This design comes from an exercise in tuning for small area and a short achievable clock period on the open sky130 flow, not from production work. Only simulation tests tie the RTL to the original design; equivalence was not proved. Power and IR drop assume default switching activity.

==> flow/design.v, too long to show whole: its modules and the start of the top module <==
// module adder: 1804 lines
module adder #(
    parameter N = 512,
    parameter p = 512'h65b48e8f740f89bffc8ab0d15e3e4c4ab42d083aedc88c425afbfcc69322c9cda7aac6c567f35507516730cc1f0b4f25c2721bf457aca8351b81b90533c6c87b,
    parameter word_size = 32,
    parameter chunks = N/word_size
    ) (
    input clk,
    input rst,
    input c_in,
    input wire [N-1:0] X, Y,
    output wire [N:0] Z,
    output reg done
);
  // ...
==> flow/run.sh <==
#!/bin/bash
# synth_recipe.tcl (not shown) runs the flow's synth.tcl, then flattens the netlist and writes it again
# the make line also repeats each setting of config.mk as NAME=value (left out here)
make -C /OpenROAD-flow-scripts/flow DESIGN_CONFIG=/design/flow/config.mk WORK_HOME=/design/flow/orfs CLKGATE_MAP_FILE= SYNTH_SCRIPT=/design/flow/synth_recipe.tcl finish
==> flow/config.mk <==
export PLATFORM = sky130hd
export DESIGN_NAME = adder
export DESIGN_NICKNAME = adder
export VERILOG_FILES = /design/flow/design.v
export SDC_FILE = /design/flow/constraint.sdc
export NUM_CORES = 4
export LEC_CHECK = 0
export ABC_CLOCK_PERIOD_IN_PS = 3000
export CAP_MARGIN = 20
export CORE_MARGIN = 2
export CORE_UTILIZATION = 50
export SLEW_MARGIN = 20
==> flow/constraint.sdc <==
create_clock -name core_clock -period 10.0 [get_ports {clk}]
set_input_delay 2.0000 -clock core_clock [delete_from_list [all_inputs] [get_ports {clk}]]
set_output_delay 2.0000 -clock core_clock [all_outputs]
set_load 0.01 [all_outputs]
==> out/qor.yml, run 1 <==
status: "aborted with a tool error"
failing_step: "3_2_place_iop"
error_line: "[ERROR PPL-0024] Number of IO pins (1541) exceeds maximum number of available positions (1164). Increase the die perimeter from 1290.36um to 2095.76um."
synthSimpleGateAreaFrac_pct: 4.49
syn_avg_cell_area_sq_um: 15.3
synth_compound_area_share_pct: 7.15
muxShareOfSynthArea_pct: 0
synth_top_family_by_area: "adder cells"
num_rows: 116
ys_types: 76
die_w_um: 323
synth-edff-count: 513
async_reset_ff_share_pct: 0
ys_top_cells_by_area: "dfxtp_1 30%, edfxtp_1 30%, ha_1 13%"
synth_top_area_share_pct: 30.4
initial_core_util_pct: 50.6
synth_ff_type: "dfxtp_1"
synth_commonest_cells: "771 x dfxtp_1, 513 x edfxtp_1, 512 x ha_1"
synth-seq-cells: 1284
seq_area_frac_synth_pct: 60.8
synthXorXnorAreaFrac_pct: 4.42
syn_inst: 3315
yosys.area_share.adder_pct: 22.7
yosysWarnings: 1
yosysTopAreaCell: "dfxtp_1"
syn_nets: 5110
syn_area_sq_um: 50700
synth_most_common_cell: "dfxtp_1"
fp.dieH_um: 323
==> inputs of run 2 (changes only) <==
==> flow/config.mk (replaced) <==
export PLATFORM = sky130hd
export DESIGN_NAME = adder
export DESIGN_NICKNAME = adder
export VERILOG_FILES = /design/flow/design.v
export SDC_FILE = /design/flow/constraint.sdc
export NUM_CORES = 4
export LEC_CHECK = 0
export CAP_MARGIN = 20
export CORE_AREA = 10 10 530 530
export DIE_AREA = 0 0 540 540
export SLEW_MARGIN = 20
==> out/qor.yml, run 2 <==
cp_data_required_time_ns: 10.56
end_kind: "register"
vias_per_cell: 4.06
syn_inst: 3315  # unchanged
areaGrowthSynthToFinish_pct: 49.9
largest_register_ffs: 513
yosysWarnings: 1  # unchanged
synth_top_area_share_pct: 30.4  # unchanged
clk_latency_ns: 0.83
finalWeightedCongestion: 0.987
finalHoldViolations: 0
ctsLongestPathBuffers: 4
rsz0062_at_grt: "no"
initial_core_util_pct: 18.9  # -32 points
start_kind: "register"
timing.fmax_mhz: 194
drive_above_1_share_pct: 8.23
rr_worst_depth: 13
final-setup-viol-count: 0
io_pins: 1541
synth-edff-count: 513  # unchanged
die_w_um: 540  # +67%
grtUsageTotal_pct: 18.7
num_rows: 190  # +64%
cp_slowest_stage_delay_ns: 0.79
tns_ns: 0
whs_endpoint: "done$_SDFF_PP0_"
fin_skew_ns: 0.0702
min_period_ns: 5.17
critPathTopFamily: "compound AO/OA/AOI/OAI gates"
wire_per_inst_um: 32.6
period_share_pct: 51.7
yosysTopAreaCell: "dfxtp_1"
seq_area_frac_synth_pct: 60.8  # unchanged
hold-path-cell-count: 1
p_int_uw: 11500
hpwl_um: 251000
ir_drop_mv: 0.116
drtPass1Iterations: 5
critPathBufInv: 0
synth_ff_type: "dfxtp_1"
core_sq_um: 269000
cts_resized: 0
synth_commonest_cells: "771 x dfxtp_1, 513 x edfxtp_1, 512 x ha_1"
async_reset_ff_share_pct: 0  # unchanged
ys_top_cells_by_area: "dfxtp_1 30%, edfxtp_1 30%, ha_1 13%"
layout_commonest_cell: "clkdlybuf4s50_1"
hold_buffers: 0
syn_nets: 5110  # unchanged
p_leak_uw: 0.0300
ff2ff_setup_slack_ns: 4.83
crit_chain: "nand2_1 -> nor3_1 -> nand3_1 -> nor4_1 -> nand4_1 -> a211oi_2 -> nor2_1 -> o21bai_2 -> a21oi_1 -> o21bai_1 -> a31o_2 -> a31o_2 -> ha_1"
drc: 0
worstMarginPinSlew_ns: 1.09
synth_most_common_cell: "dfxtp_1"
p_per_area_nw_per_um2: 216
slowest_stage: "a211oi_2"
multi_input_area_sq_um: 19700
fill_cells: 27100
syn_area_sq_um: 50700  # unchanged
grt_overflow_total: 0
p_clk_share_pct: 35.2
worst-setup-path-type: "reg -> reg"
fp.dieH_um: 540  # +67%
switchingPower_uw: 4970
fin_cells: 8732
numCtsBuffers: 159
vias: 35400
clkSinkCount: 1284
crit_path_max_fanout: 4
seqCellArea_sq_um: 30800
antenna_found_initial: 125
grt_pass1_wl_um: 369000
ant_nets: 0
hold_path.class: "reg -> reg"
arrival_ns: 5.72
worstReg2RegEnd: "zr[174]$_DFFE_PN_"
grt_max_degree: 148
grt_pass1_vias: 38200
cts_setup_buffers: 0
p_comb_share_pct: 22.0
routed_wl_um: 285000
drt_iter0_markers: 2475
dieArea_sq_um: 292000
p_sw_share_pct: 30.2
htree_levels: 4
power_frac_seq_pct: 42.8
r2r_start: "bs[69]$_DFF_P_"
synth-seq-cells: 1284  # unchanged
cp_common_cell: "a31o_2"
final_max_slew_viol_count: 0
max_flop_register: "zr"
min_from: "state$_DFF_P_"
status: "timing/DRC/antenna clean"
relSlewSlack_pct: 27.6
drv_cap: 0
cts_tree: "done"
syn_avg_cell_area_sq_um: 15.3  # unchanged
layout_common_cells: "1,540 x clkdlybuf4s50_1, 771 x dfxtp_1, 513 x edfxtp_1"
dp_cells: 8425
io_buffers: 1540
clk_pin_slew_ns: 0.07
final_nets: 6829
ys_types: 76  # unchanged
clockRootBuffer: "clkbuf_16"
run 2: cell counts after synthesis:
Identical to the previous run, type by type.
run 2: final cells by class:
class / instances / share of cell area, %
inverter: 61 / 0.306
multi-input combinational: 1970 / 25.9
clock buffer: 210 / 5.99
tap: 3552 / 5.84
sequential: 1284 / 40.5
timing repair buffer: 1558 / 20.5
clock inverter: 72 / 0.860
antenna: 25 / 0.0822
run 2: kinds of logic (layout without fill, tap and decap cells):
kind of cell,count (synthesis),after routing,synth area share [%]
flip-flops,1284,1284,60.8
buffers and inverters,61,1901,0.451
AO/OA/AOI/OAI,491,491,7.15
AND/OR/NAND/NOR,455,455,4.49
XOR/XNOR,256,256,4.42
adder cells (fa/ha/maj),768,768,22.7
other,0,25,0
run 2: power groups by stage:
stage	combinational, uW	clock (uW)	sequential (uW)
2_1_floorplan	766	0	7140
3_3_place_gp	3720	0	7130
3_5_place_dp	3710	0	7130
4_1_cts	3740	5960	7040
5_1_grt	3860	6150	7110
6_report	3620	5790	7040
run 2: worst max-delay path by stage:
stage / startpoint / end / slack (ns) / depth (start not counted)
global route: bs[69]$_DFF_P_ / zr[175]$_DFFE_PN_ / 4.71 / 14
detailed placement: bs[90]$_DFF_P_ / zr[174]$_DFFE_PN_ / 4.76 / 13
floorplan: done$_SDFF_PP0_ / zr[0]$_DFFE_PN_ / 1.48 / 1
CTS: bs[90]$_DFF_P_ / zr[174]$_DFFE_PN_ / 4.73 / 13
finish: bs[69]$_DFF_P_ / zr[174]$_DFFE_PN_ / 4.83 / 13
global placement: bs[93]$_DFF_P_ / zr[174]$_DFFE_PN_ / 4.87 / 13
run 2: routing by layer:
metal  up-vias  wire (um)  global-route usage, %  share of wire, %
li1      15800          -                      -                 -
met1     17600     113000                   21.8                40
met2      1660     138000                   32.4                48
met3       378      25500                   6.91               8.9
met4        34       8820                   4.91               3.1
met5         -        204                      0             0.072
run 2: metrics by stage:
stage / setup WS, ns / instance area [sq um] / power, uW / util [%] / hold WS (ns)
2_1_floorplan: 1.48 / 50800 / 7910 / - / 0.414
3_3_place_gp: 4.87 / 70800 / 10800 / 26.4 / 0.425
3_5_place_dp: 4.76 / 70800 / 10800 / 26.4 / 0.424
4_1_cts: 4.73 / 76000 / 16700 / 28.3 / 0.451
5_1_grt: 4.71 / 76000 / 17100 / 28.3 / 0.461
6_report: 4.83 / 76100 / 16500 / 28.3 / 0.455
==> inputs of run 3 (changes only) <==
--- a/flow/config.mk
+++ b/flow/config.mk
@@ -5,6 +5,7 @@
 export SDC_FILE = /design/flow/constraint.sdc
 export NUM_CORES = 4
 export LEC_CHECK = 0
+export ABC_CLOCK_PERIOD_IN_PS = 3000
 export CAP_MARGIN = 20
 export CORE_AREA = 10 10 530 530
 export DIE_AREA = 0 0 540 540
==> out/qor.yml, run 3 <==
final-setup-viol-count: 0  # unchanged
status: "timing/DRC/antenna clean"
cts_resized: 0  # unchanged
whs_endpoint: "done$_SDFF_PP0_"
ir_drop_mv: 0.116  # unchanged
largest_register_ffs: 513  # unchanged
drt_iter0_markers: 2475  # unchanged
ys_top_cells_by_area: "dfxtp_1 30%, edfxtp_1 30%, ha_1 13%"
grtUsageTotal_pct: 18.7  # unchanged
layout_commonest_cell: "clkdlybuf4s50_1"
cp_data_required_time_ns: 10.56  # about the same
relSlewSlack_pct: 27.6  # unchanged
areaGrowthSynthToFinish_pct: 49.9  # unchanged
rsz0062_at_grt: "no"
drv_cap: 0  # unchanged
syn_nets: 5110  # unchanged
muxShareOfSynthArea_pct: 0  # unchanged
fill_cells: 27100  # unchanged
clk_pin_slew_ns: 0.07  # about the same
synthSimpleGateAreaFrac_pct: 4.49  # unchanged
drive_above_1_share_pct: 8.23  # unchanged
ff2ff_setup_slack_ns: 4.83  # about the same
hpwl_um: 251000  # unchanged
numCtsBuffers: 159  # unchanged
synth_compound_area_share_pct: 7.15  # unchanged
synth-seq-cells: 1284  # unchanged
final_core_util_pct: 28.3  # unchanged
p_leak_uw: 0.0300  # unchanged
arrival_ns: 5.72  # about the same
final_max_slew_viol_count: 0  # unchanged
hold_path.class: "reg -> reg"
place_ws_ns: 4.76  # unchanged
drtPass1Iterations: 5  # unchanged
tns_ns: 0  # unchanged
htree_levels: 4  # unchanged
grt_overflow_total: 0  # unchanged
clkSinkCount: 1284  # unchanged
syn_inst: 3315  # unchanged
fin_skew_ns: 0.0702  # unchanged
min_period_ns: 5.17  # unchanged
yosysTopAreaCell: "dfxtp_1"
drc: 0  # unchanged
p_per_area_nw_per_um2: 216  # unchanged
hold-path-cell-count: 1  # unchanged
routed_wl_um: 285000  # unchanged
worstMarginPinSlew_ns: 1.09  # unchanged
rr_worst_depth: 13  # unchanged
grt_pass1_wl_um: 369000  # unchanged
synth_top_area_share_pct: 30.4  # unchanged
start_kind: "register"
grt_pass1_vias: 38200  # unchanged
final_nets: 6829  # unchanged
synth_top_family_by_area: "adder cells"
synth_most_common_cell: "dfxtp_1"
worstReg2RegEnd: "zr[174]$_DFFE_PN_"
cts_tree: "done"
worst-setup-path-type: "reg -> reg"
finalWeightedCongestion: 0.987  # unchanged
crit_path_max_fanout: 4  # unchanged
yosys.area_share.adder_pct: 22.7  # unchanged
vias_per_cell: 4.06  # unchanged
dieArea_sq_um: 292000  # unchanged
yosysWarnings: 1  # unchanged
clk_latency_ns: 0.83  # about the same
synthXorXnorAreaFrac_pct: 4.42  # unchanged
timing.fmax_mhz: 194  # unchanged
syn_avg_cell_area_sq_um: 15.3  # unchanged
max_flop_register: "zr"
ant_nets: 0  # unchanged
clockRootBuffer: "clkbuf_16"
core_sq_um: 269000  # unchanged
wire_per_inst_um: 32.6  # unchanged
cts_setup_buffers: 0  # unchanged
synth_ff_type: "dfxtp_1"
p_total_uw: 16500  # unchanged
die_w_um: 540  # unchanged
initial_core_util_pct: 18.9  # unchanged
ys_types: 76  # unchanged
io_pins: 1541  # unchanged
layout_common_cells: "1,540 x clkdlybuf4s50_1, 771 x dfxtp_1, 513 x edfxtp_1"
async_reset_ff_share_pct: 0  # unchanged
period_share_pct: 51.7  # unchanged
min_from: "state$_DFF_P_"
syn_area_sq_um: 50700  # unchanged
synth_commonest_cells: "771 x dfxtp_1, 513 x edfxtp_1, 512 x ha_1"
finalWorstSetupSlack_ns: 4.83  # unchanged
ctsLongestPathBuffers: 4  # unchanged
synth-edff-count: 513  # unchanged
num_rows: 190  # unchanged
io_buffers: 1540  # unchanged
r2r_start: "bs[69]$_DFF_P_"
antenna_found_initial: 125  # unchanged
grt_max_degree: 148  # unchanged
hold_buffers: 0  # unchanged
seq_area_frac_synth_pct: 60.8  # unchanged
vias: 35400  # unchanged
end_kind: "register"
finalHoldViolations: 0  # unchanged
fp.dieH_um: 540  # unchanged
## run 3: cell counts in the layout (fill, tap and decap cells not counted)
No cell type changed its count.
## run 3: area by class of cell
type                    count  area, sq um  area share [%]
inverters                  61          233           0.306
flip-flops and latches   1284        30800            40.5
multi-input cells        1970        19700            25.9
well taps                3552         4440            5.84
clock buffers             210         4550            5.99
diodes                     25         62.6          0.0822
repair buffers           1558        15600            20.5
clock inverters            72          654           0.860
## run 3: per-stage QoR
stage,hold slack (ns),instances,cell area (sq um)
after floorplan,0.414,3315,50800
after global placement,0.425,8425,70800
after detailed placement,0.424,8425,70800
after CTS,0.451,8707,76000
after global routing,0.461,8718,76000
final,0.455,8732,76100
## run 3: layer usage
layer  GRT usage [%]  wire length, um  up-vias
li1                -                -    15800
met1            21.8           113000    17600
met2            32.4           138000     1660
met3            6.91            25500      378
met4            4.91             8820       34
met5               0              204        -
## run 3: worst max-delay path by stage
stage | slack, ns | startpoint | cells after the start | endpoint
2_1_floorplan | 1.48 | done$_SDFF_PP0_ | 1 | zr[0]$_DFFE_PN_
3_3_place_gp | 4.87 | bs[93]$_DFF_P_ | 13 | zr[174]$_DFFE_PN_
3_5_place_dp | 4.76 | bs[90]$_DFF_P_ | 13 | zr[174]$_DFFE_PN_
4_1_cts | 4.73 | bs[90]$_DFF_P_ | 13 | zr[174]$_DFFE_PN_
5_1_grt | 4.71 | bs[69]$_DFF_P_ | 14 | zr[175]$_DFFE_PN_
6_report | 4.83 | bs[69]$_DFF_P_ | 13 | zr[174]$_DFFE_PN_
## run 3: cell families (layout without fill, tap and decap cells)
| kind of cell | Yosys count | after routing |
|---|---|---|
| other cells | 0 | 25 |
| xor+xnor | 256 | 256 |
| compound gates | 491 | 491 |
| fa+ha+maj | 768 | 768 |
| simple gates | 455 | 455 |
| flops | 1284 | 1284 |
| buf+inv | 61 | 1901 |
## run 3: critical path, cell delays in order, from the launching register on
cell and delay, ns:
dfxtp_1 0.44, nand2_1 0.13, nor3_1 0.72, nand3_1 0.37
nor4_1 0.36, nand4_1 0.31, a211oi_2 0.79, nor2_1 0.21
o21bai_2 0.48, a21oi_1 0.24, o21bai_1 0.25, a31o_2 0.21
a31o_2 0.16, ha_1 0.22
## run 3: power by group
group / internal, uW / leakage, uW / switching, uW
Sequential: 6430 / 0.0117 / 613
Combinational: 1650 / 0.0157 / 1980
Clock: 3400 / 0.00260 / 2390
Total: 11500 / 0.0300 / 4970
==> inputs of run 4 (changes only) <==
--- a/flow/config.mk
+++ b/flow/config.mk
@@ -5,8 +5,8 @@
 export SDC_FILE = /design/flow/constraint.sdc
 export NUM_CORES = 4
 export LEC_CHECK = 0
-export ABC_CLOCK_PERIOD_IN_PS = 3000
 export CAP_MARGIN = 20
 export CORE_AREA = 10 10 530 530
 export DIE_AREA = 0 0 540 540
+export SETUP_SLACK_MARGIN = 5
 export SLEW_MARGIN = 20
==> out/qor.yml, run 4 <==
status: "timing/DRC/antenna clean"
drive_above_1_share_pct: 8.33  # +0.11 points
worstReg2RegEnd: "zr[494]$_DFFE_PN_"
grt_pass1_wl_um: 372000  # +0.85%
areaGrowthSynthToFinish_pct: 50.0  # about the same
start_kind: "register"
syn_inst: 3315  # unchanged
r2r_start: "bs[279]$_DFF_P_"
grt_max_degree: 137  # -7.4%
cts_tree: "done"
dieArea_sq_um: 292000  # unchanged
max_flop_register: "zr"
antenna_found_initial: 118  # -5.6%
vias: 35500  # +0.25%
critPathBufInv: 1  # +1
cp_data_required_time_ns: 10.57  # about the same
io_pins: 1541  # unchanged
ys_top_cells_by_area: "dfxtp_1 30%, edfxtp_1 30%, ha_1 13%"
ff2ff_setup_slack_ns: 5.35  # +0.52 ns
hold_path.class: "reg -> reg"
synth-edff-count: 513  # unchanged
wire_per_inst_um: 32.9  # +0.77%
drtPass1Iterations: 5  # unchanged
yosysWarnings: 1  # unchanged
worst-setup-path-type: "reg -> reg"
syn_avg_cell_area_sq_um: 15.3  # unchanged
syn_area_sq_um: 50700  # unchanged
crit_path_max_fanout: 7  # +3
routed_wl_um: 287000  # +0.80%
min_period_ns: 4.65  # -0.521 ns
clk_latency_ns: 0.83  # about the same
die_w_um: 540  # unchanged
io_buffers: 1540  # unchanged
rsz0062_at_grt: "no"
layout_common_cells: "1,540 x clkdlybuf4s50_1, 770 x dfxtp_1, 513 x edfxtp_1"
end_kind: "register"
clk_pin_slew_ns: 0.06  # about the same
synth-seq-cells: 1284  # unchanged
clockRootBuffer: "clkbuf_16"
initial_core_util_pct: 18.9  # unchanged
tns_ns: 0  # unchanged
crit_chain: "nand4_1 -> nor4_1 -> inv_1 -> o21bai_1 -> a41oi_2 -> or2_1 -> a21o_1 -> o31ai_4 -> a21o_2 -> a21oi_1 -> o311ai_1 -> ha_1"
hpwl_um: 252000  # +0.52%
arrival_ns: 5.22  # -0.50 ns
numCtsBuffers: 160  # +0.63%
layout_commonest_cell: "clkdlybuf4s50_1"
grt_overflow_total: 0  # unchanged
drt_iter0_markers: 2295  # -7.3%
final_max_slew_viol_count: 0  # unchanged
core_sq_um: 269000  # unchanged
synth_most_common_cell: "dfxtp_1"
htree_levels: 4  # unchanged
ys_types: 76  # unchanged
critPathTopFamily: "compound AO/OA/AOI/OAI gates"
finalWeightedCongestion: 0.945  # -4.3%
min_from: "state$_DFF_P_"
rr_worst_depth: 12  # -1
fin_skew_ns: 0.0624  # -0.00779 ns
vias_per_cell: 4.07  # +0.23%
hold-path-cell-count: 1  # unchanged
final-setup-viol-count: 0  # unchanged
slowest_stage: "nor4_1"
fp.dieH_um: 540  # unchanged
grt_pass1_vias: 38300  # +0.39%
clkSinkCount: 1284  # unchanged
worstMarginPinSlew_ns: 1.25  # +0.165 ns
period_share_pct: 46.5  # -5.2 points
grtUsageTotal_pct: 18.9  # +0.16 points
num_rows: 190  # unchanged
synth_commonest_cells: "771 x dfxtp_1, 513 x edfxtp_1, 512 x ha_1"
finalHoldViolations: 0  # unchanged
whs_endpoint: "done$_SDFF_PP0_"
final_nets: 6830  # +0.015%
synth_ff_type: "dfxtp_1"
synth_top_area_share_pct: 30.4  # unchanged
relSlewSlack_pct: 16.6  # -11 points
drv_cap: 0  # unchanged
hold_slack_ns: 0.441  # -0.0136 ns
drc: 0  # unchanged
seq_area_frac_synth_pct: 60.8  # unchanged
syn_nets: 5110  # unchanged
yosysTopAreaCell: "dfxtp_1"
ir_drop_mv: 0.0979  # -16%
async_reset_ff_share_pct: 0  # unchanged
timing.fmax_mhz: 215  # +11%
p_leak_uw: 0.0300  # about the same
ant_nets: 0  # unchanged
hold_buffers: 0  # unchanged
largest_register_ffs: 513  # unchanged
cp_slowest_stage_delay_ns: 0.79  # about the same
p_per_area_nw_per_um2: 217  # +0.11%
ctsLongestPathBuffers: 4  # unchanged
==> run 4: how the worst max path moves through the flow <==
stage | startpoint | endpoint | slack, ns | cells after the start
5_1_grt | bs[107]$_DFF_P_ | zr[429]$_DFFE_PN_ | 5.06 | 14
3_5_place_dp | bs[90]$_DFF_P_ | zr[429]$_DFFE_PN_ | 4.77 | 14
3_3_place_gp | bs[91]$_DFF_P_ | zr[429]$_DFFE_PN_ | 4.79 | 14
2_1_floorplan | done$_SDFF_PP0_ | zr[0]$_DFFE_PN_ | 1.56 | 1
4_1_cts | bs[181]$_DFF_P_ | zr[429]$_DFFE_PN_ | 5.00 | 12
6_report | bs[279]$_DFF_P_ | zr[494]$_DFFE_PN_ | 5.35 | 12
==> run 4: power by group <==
| group | switching (uW) | total (uW) | internal (uW) |
|---|---|---|---|
| clock | 2420 | 5810 | 3390 |
| combinational | 1990 | 3640 | 1650 |
| sequential | 602 | 7030 | 6430 |
==> run 4: routing by layer <==
layer / up-vias / global-route usage [%] / share of wire, %
met1: 17700 / 22.4 / 40
met5: - / 0 / 0.12
met2: 1657 / 32.4 / 48
met4: 48 / 5.97 / 3.7
li1: 15800 / - / -
met3: 415 / 6.08 / 8.2
==> run 4: cell families after synthesis <==
| kind of cell | Yosys count | share of synthesized area, % |
|---|---|---|
| compound gates | 491 | 7.15 |
| xor+xnor | 256 | 4.42 |
| fa+ha+maj | 768 | 22.7 |
| buf+inv | 61 | 0.451 |
| flops | 1284 | 60.8 |
| simple gates | 455 | 4.49 |
==> run 4: area by class of cell <==
| class | instances | area (sq um) |
|---|---|---|
| multi-input combinational | 1970 | 19800 |
| sequential | 1284 | 30800 |
| timing repair buffer | 1558 | 15600 |
| inverter | 61 | 233 |
| tap | 3552 | 4440 |
| clock buffer | 208 | 4480 |
| clock inverter | 78 | 722 |
| fill | 27100 | 193000 |
| antenna | 23 | 57.6 |
==> run 4: what timing repair did <==
item,4_1_cts,5_1_grt
setup buffers,2,2
pin swaps,0,1
endpoints found under the setup margin,42,18
resized for setup,6,5
==> run 4: worst reg2reg max path: stages, from the launching register on <==
cell	delay [ns]
dfxtp_1	0.38
nand4_1	0.23
nor4_1	0.80
inv_1	0.29
o21bai_1	0.30
a41oi_2	0.50
or2_1	0.45
a21o_1	0.24
o31ai_4	0.17
a21o_2	0.28
a21oi_1	0.16
o311ai_1	0.33
ha_1	0.29
==> run 4: per-stage QoR <==
| stage | area [sq um] | util [%] | total power [uW] | cells | setup WS, ns |
|---|---|---|---|---|---|
| 2_1_floorplan | 50800 | - | 7910 | 3315 | 1.56 |
| 5_1_grt | 76100 | 28.3 | 17200 | 8717 | 5.06 |
| 3_3_place_gp | 70800 | 26.3 | 10900 | 8421 | 4.79 |
| 6_report | 76100 | 28.3 | 16500 | 8734 | 5.35 |
| 3_5_place_dp | 70800 | 26.3 | 10900 | 8421 | 4.77 |
| 4_1_cts | 76000 | 28.3 | 16800 | 8709 | 5.00 |
==> inputs of run 5 (changes only) <==
==> flow/flow/run.sh (new file) <==
#!/bin/bash
set -euo pipefail
MARGIN=${MARGIN:-6.5}
bash standard.sh \
  "BUFFER_PORTS_ARGS=-buffer_cell sky130_fd_sc_hd__buf_2" \
  "SETUP_SLACK_MARGIN=$MARGIN" \
  finish > standard.log 2>&1
==> flow/standard.sh (new file) <==
#!/bin/bash
# synth_recipe.tcl (not shown) runs the flow's synth.tcl, then flattens the netlist and writes it again
# the make line also repeats each setting of config.mk as NAME=value (left out here)
make -C /OpenROAD-flow-scripts/flow DESIGN_CONFIG=/design/flow/config.mk WORK_HOME=/design/flow/orfs CLKGATE_MAP_FILE= SYNTH_SCRIPT=/design/flow/synth_recipe.tcl "${@:-finish}"
--- a/flow/config.mk
+++ b/flow/config.mk
@@ -8,5 +8,4 @@
 export CAP_MARGIN = 20
 export CORE_AREA = 10 10 530 530
 export DIE_AREA = 0 0 540 540
-export SETUP_SLACK_MARGIN = 5
 export SLEW_MARGIN = 20
removed: flow/run.sh
==> out/qor.yml, run 5 <==
status: "timing/DRC/antenna clean"
finalWeightedCongestion: 1.03  # +8.8%
die_w_um: 540  # unchanged
p_per_area_nw_per_um2: 221  # +2.2%
finalHoldViolations: 0  # unchanged
io_pins: 1541  # unchanged
numCtsBuffers: 160  # unchanged
layout_commonest_cell: "buf_2"
min_period_ns: 4.16  # -0.490 ns
hold_buffers: 0  # unchanged
dieArea_sq_um: 292000  # unchanged
synth_commonest_cells: "771 x dfxtp_1, 513 x edfxtp_1, 512 x ha_1"
ys_top_cells_by_area: "dfxtp_1 30%, edfxtp_1 30%, ha_1 13%"
start_kind: "register"
grt_pass1_vias: 39500  # +3.0%
grtUsageTotal_pct: 18.9  # +0.043 points
syn_inst: 3315  # unchanged
ctsLongestPathBuffers: 4  # unchanged
period_share_pct: 41.6  # -4.9 points
hpwl_um: 251000  # -0.55%
finalWorstSetupSlack_ns: 5.84  # +0.490 ns
wire_per_inst_um: 32.6  # -0.96%
final-setup-viol-count: 0  # unchanged
place_ws_ns: 4.75  # -0.0116 ns
worstReg2RegEnd: "zr[383]$_DFFE_PN_"
layout_common_cells: "1,379 x buf_2, 740 x dfxtp_1, 513 x edfxtp_1"
largest_register_ffs: 513  # unchanged
grt_max_degree: 104  # -24%
r2r_start: "bg[80]$_DFF_P_"
clk_pin_slew_ns: 0.06  # about the same
yosysWarnings: 1  # unchanged
fill_cells: 27400  # +1.0%
fin_skew_ns: 0.0824  # +0.0200 ns
grt_pass1_wl_um: 375000  # +0.84%
initial_core_util_pct: 18.9  # unchanged
drive_above_1_share_pct: 48.8  # +40 points
routed_wl_um: 291000  # +1.3%
vias_per_cell: 4.14  # +1.7%
drtPass1Iterations: 5  # unchanged
yosys.area_share.adder_pct: 22.7  # unchanged
clk_latency_ns: 0.84  # about the same
cts_tree: "done"
timing.fmax_mhz: 241  # +12%
clockRootBuffer: "clkbuf_16"
antenna_found_initial: 130  # +10%
drc: 0  # unchanged
ant_nets: 0  # unchanged
ff2ff_setup_slack_ns: 5.84  # +0.49 ns
grt_overflow_total: 0  # unchanged
syn_nets: 5110  # unchanged
drv_cap: 0  # unchanged
syn_area_sq_um: 50700  # unchanged
drt_iter0_markers: 2507  # +9.2%
vias: 37000  # +4.1%
tns_ns: 0  # unchanged
cp-startpoint: "bg[80]$_DFF_P_"
synth_compound_area_share_pct: 7.15  # unchanged
synthXorXnorAreaFrac_pct: 4.42  # unchanged
synth-edff-count: 513  # unchanged
relSlewSlack_pct: 26.8  # +10 points
muxShareOfSynthArea_pct: 0  # unchanged
crit_path_max_fanout: 5  # -2
final_max_slew_viol_count: 0  # unchanged
crit_path_end: "zr[383]$_DFFE_PN_"
syn_avg_cell_area_sq_um: 15.3  # unchanged
ys_types: 76  # unchanged
cp_data_required_time_ns: 10.52  # -0.05 ns
core_sq_um: 269000  # unchanged
synthSimpleGateAreaFrac_pct: 4.49  # unchanged
final_nets: 7008  # +2.6%
io_buffers: 1540  # unchanged
htree_levels: 4  # unchanged
fin_cells: 8937  # +2.3%
arrival_ns: 4.67  # -0.55 ns
synth_top_family_by_area: "adder cells"
areaGrowthSynthToFinish_pct: 49.6
worst-setup-path-type: "reg -> reg"
hold_path.class: "reg -> reg"
seq_area_frac_synth_pct: 60.8  # unchanged
fp.dieH_um: 540  # unchanged
dp_cells: 8425  # +0.048%
hold_slack_ns: 0.435  # -0.00581 ns
max_flop_register: "zr"
async_reset_ff_share_pct: 0  # unchanged
clkSinkCount: 1284  # unchanged
synth-seq-cells: 1284  # unchanged
synth_most_common_cell: "dfxtp_1"
p_leak_uw: 0.0320  # +6.8%
rsz0062_at_grt: "yes"
synth_top_area_share_pct: 30.4  # unchanged
num_rows: 190  # unchanged
synth_ff_type: "dfxtp_1"
yosysTopAreaCell: "dfxtp_1"
worstMarginPinSlew_ns: 1.09  # -0.161 ns
ir_drop_mv: 0.112  # +14%
rr_worst_depth: 19  # +7
end_kind: "register"
[run 5: cell types whose count changed in the layout (fill, tap and decap cells not counted), moves of 27 or more]
cell             change
ha_4               +146
xor2_1              -69
o21ai_0             -27
ha_2                +30
dfxtp_1             -30
xor2_2              +46
buf_4              +111
clkdlybuf4s50_1   -1540
ha_1               -176
buf_6              +215
buf_2             +1379
a31o_2              -45
a31o_4              +48
[run 5: routing by layer]
| metal | vias to the layer above | part of all wire (%) | global-route usage [%] |
|---|---|---|---|
| li1 | 16100 | - | - |
| met1 | 18500 | 39 | 22.2 |
| met2 | 1868 | 48 | 32.2 |
| met3 | 452 | 9.0 | 6.76 |
| met4 | 46 | 3.8 | 6.05 |
| met5 | - | 0.11 | 0 |
[run 5: repair_timing]
action | 4_1_cts | 5_1_grt
setup buffers | 101 | 77
gates resized for setup | 722 | 409
endpoints found under the hold margin | 0 | 0
gates cloned | 0 | 0
pin swaps | 157 | 164
setup endpoints to repair | 604 | 493
[run 5: kinds of logic after synthesis]
family                     Yosys count
adders and majority gates          768
AOI/OAI and AO/OA                  491
buffers and inverters               61
DFF                               1284
and+or+nand+nor                    455
xor gates and xnor gates           256
[run 5: worst min path at each step]
| stage | from | end | depth (start not counted) |
|---|---|---|---|
| final | state$_DFF_P_ | done$_SDFF_PP0_ | 1 |
| after global routing | state$_DFF_P_ | done$_SDFF_PP0_ | 1 |
| after CTS | state$_DFF_P_ | done$_SDFF_PP0_ | 1 |
| after detailed placement | state$_DFF_P_ | done$_SDFF_PP0_ | 1 |
| after global placement | state$_DFF_P_ | done$_SDFF_PP0_ | 1 |
| after floorplan | state$_DFF_P_ | done$_SDFF_PP0_ | 1 |
[run 5: final cells by class]
type | count | area, sq um | share of cell area [%]
inverters | 61 | 265 | 0.349
diodes | 49 | 123 | 0.161
clock buffers | 221 | 4690 | 6.17
multi-input cells | 1970 | 24300 | 32.0
flip-flops and latches | 1284 | 30900 | 40.7
clock inverters | 64 | 711 | 0.936
repair buffers | 1736 | 10500 | 13.9
well taps | 3552 | 4440 | 5.85
[run 5: worst max-delay path: stages (launching register included)]
cell and delay [ns]:
dfxtp_2 0.33, a311oi_4 0.36, o31ai_4 0.12, a21oi_2 0.21
o21ai_2 0.12, a2111oi_4 0.36, buf_6 0.19, o21ai_2 0.06
a221o_2 0.39, buf_12 0.15, o21ai_4 0.14, buf_12 0.13
and2_4 0.19, buf_12 0.12, inv_12 0.04, a31oi_4 0.28
o211ai_1 0.15, a41o_1 0.24, ha_4 0.16, xor2_1 0.14
[run 5: metrics by stage]
stage               power [uW]  util [%]  cell area [sq um]
floorplan                 7910         -              50800
global placement         10200      23.5              63100
detailed placement       10200      23.5              63100
CTS                      16800      27.1              72900
global route             17500      28.3              75900
finish                   16800      28.3              75900
[run 5: report_power, final]
| part | switching, uW | internal, uW | leakage (uW) | total, uW |
|---|---|---|---|---|
| registers | 710 | 6430 | 0.0117 | 7140 |
| logic | 2160 | 1510 | 0.0176 | 3670 |
| clock network | 2440 | 3560 | 0.00266 | 6000 |
==> inputs of run 6 (changes only) <==
==> flow/flow/run.sh (replaced) <==
#!/bin/bash
set -euo pipefail
MARGIN=${MARGIN:-6.3}
bash standard.sh \
  "BUFFER_PORTS_ARGS=-buffer_cell sky130_fd_sc_hd__buf_2" \
  "SETUP_SLACK_MARGIN=$MARGIN" \
  finish > standard.log 2>&1
--- a/flow/config.mk
+++ b/flow/config.mk
@@ -5,6 +5,7 @@
 export SDC_FILE = /design/flow/constraint.sdc
 export NUM_CORES = 4
 export LEC_CHECK = 0
+export ABC_AREA = 1
 export CAP_MARGIN = 20
 export CORE_AREA = 10 10 530 530
 export DIE_AREA = 0 0 540 540
==> out/qor.yml, run 6 <==
grtUsageTotal_pct: 17.3  # -1.6 points
synth_ff_type: "dfxtp_1"
hold_path.class: "reg -> reg"
htree_levels: 4  # unchanged
timing.fmax_mhz: 274  # +14%
num_rows: 190  # unchanged
highest_layer: "met5"
synth_compound_area_share_pct: 4.34  # -2.8 points
die_w_um: 540  # unchanged
cp-startpoint: "bs[0]$_DFF_P_"
final_core_util_pct: 25.8  # -2.4 points
fp.dieH_um: 540  # unchanged
vias: 36300  # -1.9%
min_period_ns: 3.65  # -0.501 ns
synth-seq-cells: 1284  # unchanged
p_leak_uw: 0.0318  # -0.77%
hold_slack_ns: 0.397  # -0.0382 ns
cp_data_required_time_ns: 10.47  # -0.05 ns
synth-edff-count: 513  # unchanged
routed_wl_um: 265000  # -9.0%
syn_area_sq_um: 51100  # +0.69%
drv_cap: 0  # unchanged
synth_top_family_by_area: "adder cells"
grt_pass1_vias: 37900  # -4.1%
start_kind: "register"
seq_area_frac_synth_pct: 60.4  # -0.41 points
finalHoldViolations: 0  # unchanged
syn_nets: 5383  # +5.3%
synthXorXnorAreaFrac_pct: 4.39  # -0.030 points
r2r_start: "bs[0]$_DFF_P_"
end_kind: "register"
arrival_ns: 4.12  # -0.55 ns
syn_avg_cell_area_sq_um: 14.2  # -7.0%
clk_pin_slew_ns: 0.06  # about the same
io_buffers: 1540  # unchanged
grt_overflow_total: 0  # unchanged
core_sq_um: 269000  # unchanged
worstMarginPinSlew_ns: 1.07  # -0.0202 ns
ys_types: 43  # -43%
grt_pass1_wl_um: 345000  # -8.1%
worst-setup-path-type: "reg -> reg"
antenna_found_initial: 209  # +61%
async_reset_ff_share_pct: 0  # unchanged
rsz0062_at_grt: "yes"
clkSinkCount: 1284  # unchanged
wire_per_inst_um: 29.2  # -10%
yosysWarnings: 1  # unchanged
yosysTopAreaCell: "dfxtp_1"
synth_most_common_cell: "dfxtp_1"
max_flop_register: "zr"
p_per_area_nw_per_um2: 224  # +1.1%
ctsLongestPathBuffers: 4  # unchanged
cts_tree: "done"
muxShareOfSynthArea_pct: 0  # unchanged
layout_commonest_cell: "buf_2"
drt_iter0_markers: 2661  # +6.1%
clockRootBuffer: "clkbuf_16"
ys_top_cells_by_area: "dfxtp_1 30%, edfxtp_1 30%, ha_1 13%"
hpwl_um: 232000  # -7.2%
status: "timing/DRC/antenna clean"
final-setup-viol-count: 0  # unchanged
wl_met3_um: 29500  # +13%
relSlewSlack_pct: 28.4  # +1.7 points
final_max_slew_viol_count: 0  # unchanged
largest_register_ffs: 513  # unchanged
vias_per_cell: 4.00  # -3.4%
drc: 0  # unchanged
period_share_pct: 36.5  # -5.0 points
layout_common_cells: "1,536 x buf_2, 766 x dfxtp_1, 513 x edfxtp_1"
drtPass1Iterations: 5  # unchanged
ant_nets: 0  # unchanged
place_area_sq_um: 63300  # +0.41%
syn_inst: 3588  # +8.2%
dieArea_sq_um: 292000  # unchanged
initial_core_util_pct: 19.0  # +0.13 points
grt_max_degree: 128  # +23%
drive_above_1_share_pct: 37.2  # -12 points
io_pins: 1541  # unchanged
min_from: "state$_DFF_P_"
synth_commonest_cells: "771 x dfxtp_1, 513 x edfxtp_1, 512 x ha_1"
final_nets: 7117  # +1.6%
wl_met1_um: 107000  # -5.7%
hold_buffers: 0  # unchanged
ir_drop_mv: 0.108  # -3.1%
areaGrowthSynthToFinish_pct: 35.8
numCtsBuffers: 155  # -3.1%
yosys.area_share.adder_pct: 22.6  # -0.15 points
synth_top_area_share_pct: 30.2  # -0.21 points
synthSimpleGateAreaFrac_pct: 6.43  # +1.9 points
finalWeightedCongestion: 1.02  # -1.0%
design_area_sq_um: 69400  # -8.6%
crit_path_max_fanout: 5  # unchanged
tns_ns: 0  # unchanged
clk_latency_ns: 0.82  # -0.02 ns
wl_met2_um: 121000  # -14%
fin_skew_ns: 0.0527  # -0.0296 ns
-- run 6: area by class of cell --
cell class	instances	area, sq um
sequential	1284	30800
inverter	261	983
fill	28100	199000
clock buffer	227	4580
clock inverter	53	547
tap	3552	4440
multi-input combinational	2043	19800
timing repair buffer	1577	8060
antenna	76	190
-- run 6: path summary, 6_finish.rpt --
| kind | cells past startpoint | endpoint | slack [ns] |
|---|---|---|---|
| worst max-delay path | 22 | zr[259]$_DFFE_PN_ | 6.35 |
| worst min-delay path | 2 | done$_SDFF_PP0_ | 0.40 |
| worst max register to register | 22 | zr[259]$_DFFE_PN_ | 6.35 |
| worst min register to register | 2 | done$_SDFF_PP0_ | 0.40 |
-- run 6: metal layers --
layer / global-route usage (%) / vias to the layer above
li1: - / 16000
met1: 21.5 / 17800
met2: 28.2 / 1918
met3: 7.11 / 434
met4: 3.88 / 76
met5: 0 / -
-- run 6: power breakdown --
| group | internal [uW] | switching [uW] | leakage [uW] |
|---|---|---|---|
| sequential | 6430 | 572 | 0.0117 |
| combinational | 1010 | 1770 | 0.0175 |
| clock | 3360 | 2400 | 0.00251 |
-- run 6: kinds of logic (layout without fill, tap and decap cells) --
kind of cell             count (synthesis)  count (layout)
flip-flops                            1284            1284
buffers and inverters                  261            2118
adder cells (fa/ha/maj)                768             768
other                                    0              76
AO/OA/AOI/OAI                          312             312
XOR/XNOR                               256             256
AND/OR/NAND/NOR                        707             707
-- run 6: timing repair --
item                                    CTS  global route
endpoints found under the setup margin  310           144
setup buffers                            13            17
pin swaps                                11            28
resized for setup                        49            63
-- run 6: through the flow --
step	cells	power, uW	worst slack (ns)
6_report	9073	15500	6.35
5_1_grt	9024	16200	6.23
4_1_cts	8980	15700	6.25
3_5_place_dp	8687	9850	5.16
3_3_place_gp	8687	9830	4.79
2_1_floorplan	3588	7890	1.56
-- run 6: worst max-delay path, stage by stage, from the launching register on --
cell	delay, ns
dfxtp_1	0.34
nand3_2	0.08
nand2_2	0.12
nand2_2	0.08
nand2_4	0.09
nand2_4	0.05
nand2_4	0.10
nand2_4	0.07
nand2_8	0.10
nand2_4	0.07
nand2_8	0.10
nand2_4	0.08
nand2_8	0.12
nand2_4	0.08
nand2_8	0.12
nand2_4	0.08
nand2_8	0.13
buf_4	0.14
buf_4	0.17
nand3_1	0.08
nand2_1	0.07
ha_1	0.15
xor2_1	0.78
==> inputs of run 7 (changes only) <==
==> flow/flow/run.sh (replaced) <==
#!/bin/bash
set -euo pipefail
MARGIN=${MARGIN:-6.5}
bash standard.sh \
  "BUFFER_PORTS_ARGS=-buffer_cell sky130_fd_sc_hd__buf_1" \
  "SETUP_SLACK_MARGIN=$MARGIN" \
  finish > standard.log 2>&1
--- a/flow/config.mk
+++ b/flow/config.mk
@@ -8,5 +8,7 @@
 export ABC_AREA = 1
 export CAP_MARGIN = 20
 export CORE_AREA = 10 10 530 530
+export CTS_CLUSTER_DIAMETER = 80
+export CTS_CLUSTER_SIZE = 30
 export DIE_AREA = 0 0 540 540
 export SLEW_MARGIN = 20
==> out/qor.yml, run 7 <==
status: "timing/DRC/antenna clean"
p_per_area_nw_per_um2: 205  # -8.5%
max_flop_register: "zr"
synthXorXnorAreaFrac_pct: 4.39  # unchanged
htree_levels: 3  # -1
final_nets: 7110  # -0.098%
ys_top_cells_by_area: "dfxtp_1 30%, edfxtp_1 30%, ha_1 13%"
synth_commonest_cells: "771 x dfxtp_1, 513 x edfxtp_1, 512 x ha_1"
p_clk_share_pct: 29.2  # -7.9 points
layout_commonest_cell: "buf_1"
rsz0062_at_grt: "yes"
synth-edff-count: 513  # unchanged
end_kind: "register"
syn_inst: 3588  # unchanged
syn_area_sq_um: 51100  # unchanged
hpwl_um: 231000  # -0.57%
switchingPower_uw: 4720  # -0.24%
core_sq_um: 269000  # unchanged
cts_tree: "done"
drc: 0  # unchanged
drtPass1Iterations: 5  # unchanged
relSlewSlack_pct: 36.3  # +7.8 points
vias: 36200  # -0.22%
num_rows: 190  # unchanged
arrival_ns: 4.20  # +0.08 ns
clockRootBuffer: "clkbuf_16"
initial_core_util_pct: 19.0  # unchanged
yosys.area_share.adder_pct: 22.6  # unchanged
ys_types: 43  # unchanged
fin_skew_ns: 0.0825  # +0.0297 ns
syn_nets: 5383  # unchanged
ir_drop_mv: 0.110  # +1.6%
min_period_ns: 3.72  # +0.0620 ns
timing.fmax_mhz: 269  # -1.7%
io_buffers: 1540  # unchanged
synth_top_area_share_pct: 30.2  # unchanged
cp_data_required_time_ns: 10.49  # +0.02 ns
areaGrowthSynthToFinish_pct: 33.8
hold_slack_ns: 0.402  # +0.00429 ns
dieArea_sq_um: 292000  # unchanged
worst-setup-path-type: "reg -> reg"
tns_ns: 0  # unchanged
synth-seq-cells: 1284  # unchanged
synth_most_common_cell: "dfxtp_1"
clkSinkCount: 1284  # unchanged
vias_per_cell: 4.03  # +0.72%
fp.dieH_um: 540  # unchanged
routed_wl_um: 263000  # -0.61%
period_share_pct: 37.2  # +0.62 points
grt_pass1_vias: 37300  # -1.4%
grtUsageTotal_pct: 17.2  # -0.19 points
ant_nets: 0  # unchanged
drive_above_1_share_pct: 15.4  # -22 points
grt_max_degree: 119  # -7.0%
synth_top_family_by_area: "adder cells"
seq_area_frac_synth_pct: 60.4  # unchanged
ctsLongestPathBuffers: 3  # -1
drv_cap: 0  # unchanged
yosysTopAreaCell: "dfxtp_1"
synth_compound_area_share_pct: 4.34  # unchanged
design_area_sq_um: 68400  # -1.5%
power_frac_seq_pct: 50.3  # +5.2 points
synth_ff_type: "dfxtp_1"
grt_pass1_wl_um: 342000  # -0.87%
numCtsBuffers: 82  # -47%
clk_pin_slew_ns: 0.11  # +0.05 ns
drt_iter0_markers: 2784  # +4.6%
p_comb_share_pct: 20.5  # +2.7 points
clk_latency_ns: 0.76  # -0.06 ns
yosysWarnings: 1  # unchanged
die_w_um: 540  # unchanged
final-setup-viol-count: 0  # unchanged
worstMarginPinSlew_ns: 0.956  # -0.114 ns
hold_path.class: "reg -> reg"
syn_avg_cell_area_sq_um: 14.2  # unchanged
grt_overflow_total: 0  # unchanged
async_reset_ff_share_pct: 0  # unchanged
final_max_slew_viol_count: 0  # unchanged
finalWeightedCongestion: 0.998  # -1.9%
hold_buffers: 0  # unchanged
p_int_uw: 9280  # -14%
start_kind: "register"
muxShareOfSynthArea_pct: 0  # unchanged
wire_per_inst_um: 29.3  # +0.33%
p_sw_share_pct: 33.7  # +3.2 points
antenna_found_initial: 156  # -25%
largest_register_ffs: 513  # unchanged
final_core_util_pct: 25.5  # -0.38 points
place_area_sq_um: 61400  # -3.0%
p_leak_uw: 0.0277  # -13%
finalHoldViolations: 0  # unchanged
layout_common_cells: "1,363 x buf_1, 758 x dfxtp_1, 513 x edfxtp_1"
crit_path_max_fanout: 4  # -1
synthSimpleGateAreaFrac_pct: 6.43  # unchanged
io_pins: 1541  # unchanged
-- run 7: cell families after synthesis --
logic type	count (synthesis)
compound gates	312
xor+xnor	256
fa+ha+maj	768
buf+inv	261
flops	1284
simple gates	707
-- run 7: final timing paths --
kind,startpoint,endpoint,slack [ns],cells after the start
worst max-delay path,bs[150]$_DFF_P_,zr[503]$_DFFE_PN_,6.28,26
worst min-delay path,state$_DFF_P_,done$_SDFF_PP0_,0.40,2
worst max register to register,bs[150]$_DFF_P_,zr[503]$_DFFE_PN_,6.28,26
worst min register to register,state$_DFF_P_,done$_SDFF_PP0_,0.40,2
-- run 7: what timing repair did --
action | CTS | global route
pin swaps | 45 | 67
setup endpoints to repair | 511 | 303
resized for setup | 471 | 281
cloned | 0 | 0
buffers inserted | 58 | 36
-- run 7: stage by stage --
stage	worst slack, ns	cells	total power (uW)
floorplan	1.56	3588	7890
global placement	4.83	8689	9660
detailed placement	5.20	8689	9680
CTS	6.25	8901	14000
global route	6.07	8945	14600
finish	6.28	8988	14000
-- run 7: area by class of cell --
class | count | area (sq um)
Clock inverter | 64 | 1040
Fill cell | 28200 | 200000
Timing Repair Buffer | 1643 | 7420
Inverter | 261 | 996
Antenna cell | 51 | 128
Clock buffer | 90 | 2180
Tap cell | 3552 | 4440
Sequential cell | 1284 | 30900
Multi-Input combinational cell | 2043 | 21300
-- run 7: metal layers --
metal  up-vias  global-route usage, %  wire [um]
met5         -                      0        537
met4        78                   4.53       8050
met3       351                   7.14      28100
met2      1859                   27.5     119000
met1     18000                   21.2     107000
li1      15900                      -          -
-- run 7: worst max-delay path, stage by stage (launching register included) --
cell and delay, ns:
dfxtp_2 0.35, nand2_2 0.08, nor2_1 0.04, or2_1 0.22, a21oi_2 0.14, nor2_1 0.07
nor3_2 0.26, nand2_1 0.11, nand2_2 0.12, nand2_8 0.12, a21oi_4 0.22, nand2_8 0.11
nand2_4 0.10, nand2_8 0.11, nand2_4 0.13, nand2_8 0.07, nand2_4 0.12, nand2_8 0.07
nand2_4 0.09, nand2_4 0.08, buf_6 0.17, inv_4 0.06, o21bai_4 0.07, nand3_2 0.07
nand2_2 0.07, ha_4 0.15, xor2_1 0.14
-- run 7: power groups by stage --
stage | sequential, uW | combinational, uW | clock [uW]
2_1_floorplan | 7120 | 773 | 0
3_3_place_gp | 7120 | 2540 | 0
3_5_place_dp | 7110 | 2560 | 0
4_1_cts | 7020 | 2800 | 4220
5_1_grt | 7110 | 3120 | 4390
6_report | 7040 | 2860 | 4090

==> what the ideal ports hide <==
The flow's constraints put no driver on any port. The routed layouts listed below were extracted and timed again, unchanged, in two steps.
Step 1, drivers: a clkbuf_16 drives clk and a buf_2 each remaining input, both assumed.
Step 2, shift: input delay + t, output delay - t, t = (earliest + latest rising clock arrival at the registers) / 2. This alone moves slack from input paths to output paths.
a / b / c = ideal ports / drivers / drivers and shift; a / b = the first two.
run | t, ns | slack for setup (ns) | hold slack, ns | latest minus earliest clock arrival (ns)
run 2 | 0.884 | 4.833 / 4.833 / 4.833 | 0.455 / 0.455 / 0.455 | 0.071 / 0.070
run 3 | 0.884 | 4.833 / 4.833 / 4.833 | 0.455 / 0.455 / 0.455 | 0.071 / 0.070
run 4 | 0.891 | 5.355 / 5.355 / 5.355 | 0.441 / 0.441 / 0.441 | 0.062 / 0.063
run 5 | 0.891 | 5.845 / 5.845 / 5.845 | 0.435 / 0.435 / 0.435 | 0.083 / 0.083
run 6 | 0.881 | 6.346 / 6.294 / 6.346 | 0.397 / 0.397 / 0.397 | 0.053 / 0.053
run 7 | 0.808 | 6.284 / 6.284 / 6.284 | 0.402 / 0.402 / 0.402 | 0.088 / 0.087
After both steps every run listed still meets setup and hold.
